Source: an optimization exercise on an open RTL-to-GDS flow (aim: small area, a short achievable clock period and few clock cycles per item). Production flows keep margins and buffers that such runs may drop.
In this exercise RTL edits were held to simulation tests only and were not proved equivalent to the original.

==> 11-21 <==
// neuro
module neuro (input clk, input rst, input load, input [24:0] din, input start,
              output [24:0] state, output ready);
export LEC_CHECK = 0
export ABC_AREA = 1
export CAP_MARGIN = 20
export CORE_MARGIN = 2
export CORE_UTILIZATION = 40
export PLACE_DENSITY = 0.6
export SLEW_MARGIN = 20
create_clock -name core_clock -period 90.0 [get_ports {clk}]
standard.sh (not shown) runs the stock make flow with config.mk's settings and CLKGATE_MAP_FILE= SYNTH_SCRIPT=/design/flow/synth_recipe.tcl, a recipe that flattens the netlist after the stock synthesis.
==> flow/flow/run.sh <==
#!/bin/bash
# Own flow: the standard ORFS layout, with one change in synthesis: ABC maps the logic
# with an area-oriented script (flow/abc_my.script) and Yosys's full/half-adder extraction is
# skipped. The resizer aims for setup slack of 70 ns (a path of 90-70 ns). Registers, flattening and renaming are exactly as in synth_recipe.tcl.
set -euo pipefail
W=$(pwd)
{
  echo 'proc abc {args} {'
  echo '  set i [lsearch -exact $args -script]'
  echo "  if { \$i >= 0 } { set args [lreplace \$args \$i [expr {\$i+1}] -script $W/flow/abc_my.script] }"
  echo '  yosys abc {*}$args'
  echo '}'
  echo 'proc extract_fa {args} {}'
  cat "$W/synth_recipe.tcl"
} > "$W/my_synth.tcl"
sed "s#SYNTH_SCRIPT=[^ ]*#SYNTH_SCRIPT=$W/my_synth.tcl#" "$W/standard.sh" > "$W/my_standard.sh"
grep -q "SYNTH_SCRIPT=$W/my_synth.tcl" "$W/my_standard.sh"
bash "$W/my_standard.sh" finish SETUP_SLACK_MARGIN=70 > "$W/flow_make.log" 2>&1
==> flow/flow/abc_my.script <==
strash
&get -n
&deepsyn -T 20
&put
dch -f
map -a
buffer -p
upsize -D 18000
dnsize -D 18000
topo
stime -c
==> 06-22: changes against 11-21 <==
==> flow/flow/run.sh (replaced) <==
#!/bin/bash
# Own flow: the standard ORFS layout, with one change in synthesis: ABC maps the logic
# with an area-oriented script (flow/abc_my.script) and Yosys's full/half-adder extraction is
# skipped, and the port buffers are buf_1 cells. Registers, flattening and renaming are exactly as in synth_recipe.tcl.
set -euo pipefail
W=$(pwd)
{
  echo 'proc abc {args} {'
  echo '  set i [lsearch -exact $args -script]'
  echo "  if { \$i >= 0 } { set args [lreplace \$args \$i [expr {\$i+1}] -script $W/flow/abc_my.script] }"
  echo '  yosys abc {*}$args'
  echo '}'
  echo 'proc extract_fa {args} {}'
  cat "$W/synth_recipe.tcl"
} > "$W/my_synth.tcl"
sed "s#SYNTH_SCRIPT=[^ ]*#SYNTH_SCRIPT=$W/my_synth.tcl#" "$W/standard.sh" > "$W/my_standard.sh"
grep -q "SYNTH_SCRIPT=$W/my_synth.tcl" "$W/my_standard.sh"
bash "$W/my_standard.sh" finish "BUFFER_PORTS_ARGS=-buffer_cell sky130_fd_sc_hd__buf_1" > "$W/flow_make.log" 2>&1
==> 08-10: changes against 11-21 <==
==> flow/flow/run.sh (replaced) <==
#!/bin/bash
# Own flow: the standard ORFS layout, with one change in synthesis: ABC maps the logic
# with an area-oriented script (flow/abc_my.script) and Yosys's full/half-adder extraction is
# skipped. Registers, flattening and renaming are exactly as in synth_recipe.tcl.
set -euo pipefail
W=$(pwd)
{
  echo 'proc abc {args} {'
  echo '  set i [lsearch -exact $args -script]'
  echo "  if { \$i >= 0 } { set args [lreplace \$args \$i [expr {\$i+1}] -script $W/flow/abc_my.script] }"
  echo '  yosys abc {*}$args'
  echo '}'
  echo 'proc extract_fa {args} {}'
  cat "$W/synth_recipe.tcl"
} > "$W/my_synth.tcl"
sed "s#SYNTH_SCRIPT=[^ ]*#SYNTH_SCRIPT=$W/my_synth.tcl#" "$W/standard.sh" > "$W/my_standard.sh"
grep -q "SYNTH_SCRIPT=$W/my_synth.tcl" "$W/my_standard.sh"
bash "$W/my_standard.sh" finish > "$W/flow_make.log" 2>&1
- CORE_UTILIZATION: 40 -> 65
- PLACE_DENSITY: 0.6 -> 0.75
==> comparison table <==
Final std cell area, no fill: 11-21 11500 um^2; 08-10 8240 um^2; 06-22 8040 um^2
Most common cell on crit path: 11-21 sky130_fd_sc_hd__nand2_2; 08-10 sky130_fd_sc_hd__nand2_1; 06-22 sky130_fd_sc_hd__nand2_1
Origin of the critical flop-to-flop path: 11-21 x[14]$_SDFFE_PN1P_; 08-10 x[14]$_SDFFE_PN1P_; 06-22 x[1]$_SDFFE_PN1P_
Detailed-route via count: 11-21 9506; 08-10 8528; 06-22 8293
Fraction of standard cell area that is sequential: 11-21 4.72%; 08-10 6.08%; 06-22 6.23%
P&R area growth vs syn: 11-21 52.9%; 08-10 9.63%; 06-22 6.98%
Outcome: 11-21 finished clean; 08-10 finished clean; 06-22 finished clean
Non-clock buffer area fraction after layout: 11-21 18.4%; 08-10 6.62%; 06-22 2.85%
Initial Util: 11-21 40.4%; 08-10 66.1%; 06-22 40.4%
Worst Hold Margin: 11-21 0.626 ns; 08-10 0.699 ns; 06-22 0.680 ns
Placeable core region: 11-21 18600 um^2; 08-10 11400 um^2; 06-22 18600 um^2
Met2 track demand over resource in global routing: 11-21 45.1%; 08-10 58.3%; 06-22 39.3%
Row Count: 11-21 50; 08-10 39; 06-22 50
Number of nets in the layout: 11-21 1623; 08-10 1417; 06-22 1419
Proportion of cell area spent on the clock network: 11-21 0.697%; 08-10 0.957%; 06-22 0.996%
Number of clock buffers in the layout: 11-21 3; 08-10 4; 06-22 3
DIE AREA: 11-21 19900 um^2; 08-10 12400 um^2; 06-22 19900 um^2
Setup slack after placement: 11-21 64.88 ns; 08-10 64.40 ns; 06-22 63.83 ns
Total wire length after detailed routing: 11-21 28100 um; 08-10 21300 um; 06-22 22600 um
Part of the cycle the worst path needs: 11-21 27.1%; 08-10 29.0%; 06-22 29.3%
Testbench counts of 11-21, summed over its fixed seeds: cycles 3,649, sweeps 2,449.
Testbench counts of 06-22, summed over its fixed seeds: cycles 3,649, sweeps 2,449.
Testbench counts of 08-10, summed over its fixed seeds: cycles 3,649, sweeps 2,449.

port drivers added, routing unchanged:
In the flow no input, the clock included, has a driving cell. The finished layouts below were timed again as built, in two steps.
Step 1 assumes that a clkbuf_16 drives the clock port and a buf_2 every other input.
Step 2 adds t to the input delays and takes it off the output delays; t is the mean of the earliest and latest rising clock arrival at the registers after step 1. Input paths then give back, and output paths get back, about the clock's delay inside the block.
a / b / c = ideal ports / drivers / drivers and shift; a / b = the first two.
run | t, ns | setup slack, ns | worst setup path at the end
11-21 | 0.327 | 65.597 / 65.597 / 65.597 | register to register
06-22 | 0.326 | 63.638 / 63.638 / 63.638 | register to register
08-10 | 0.316 | 63.896 / 63.896 / 63.896 | register to register
After both steps setup and hold are still met in every run listed.
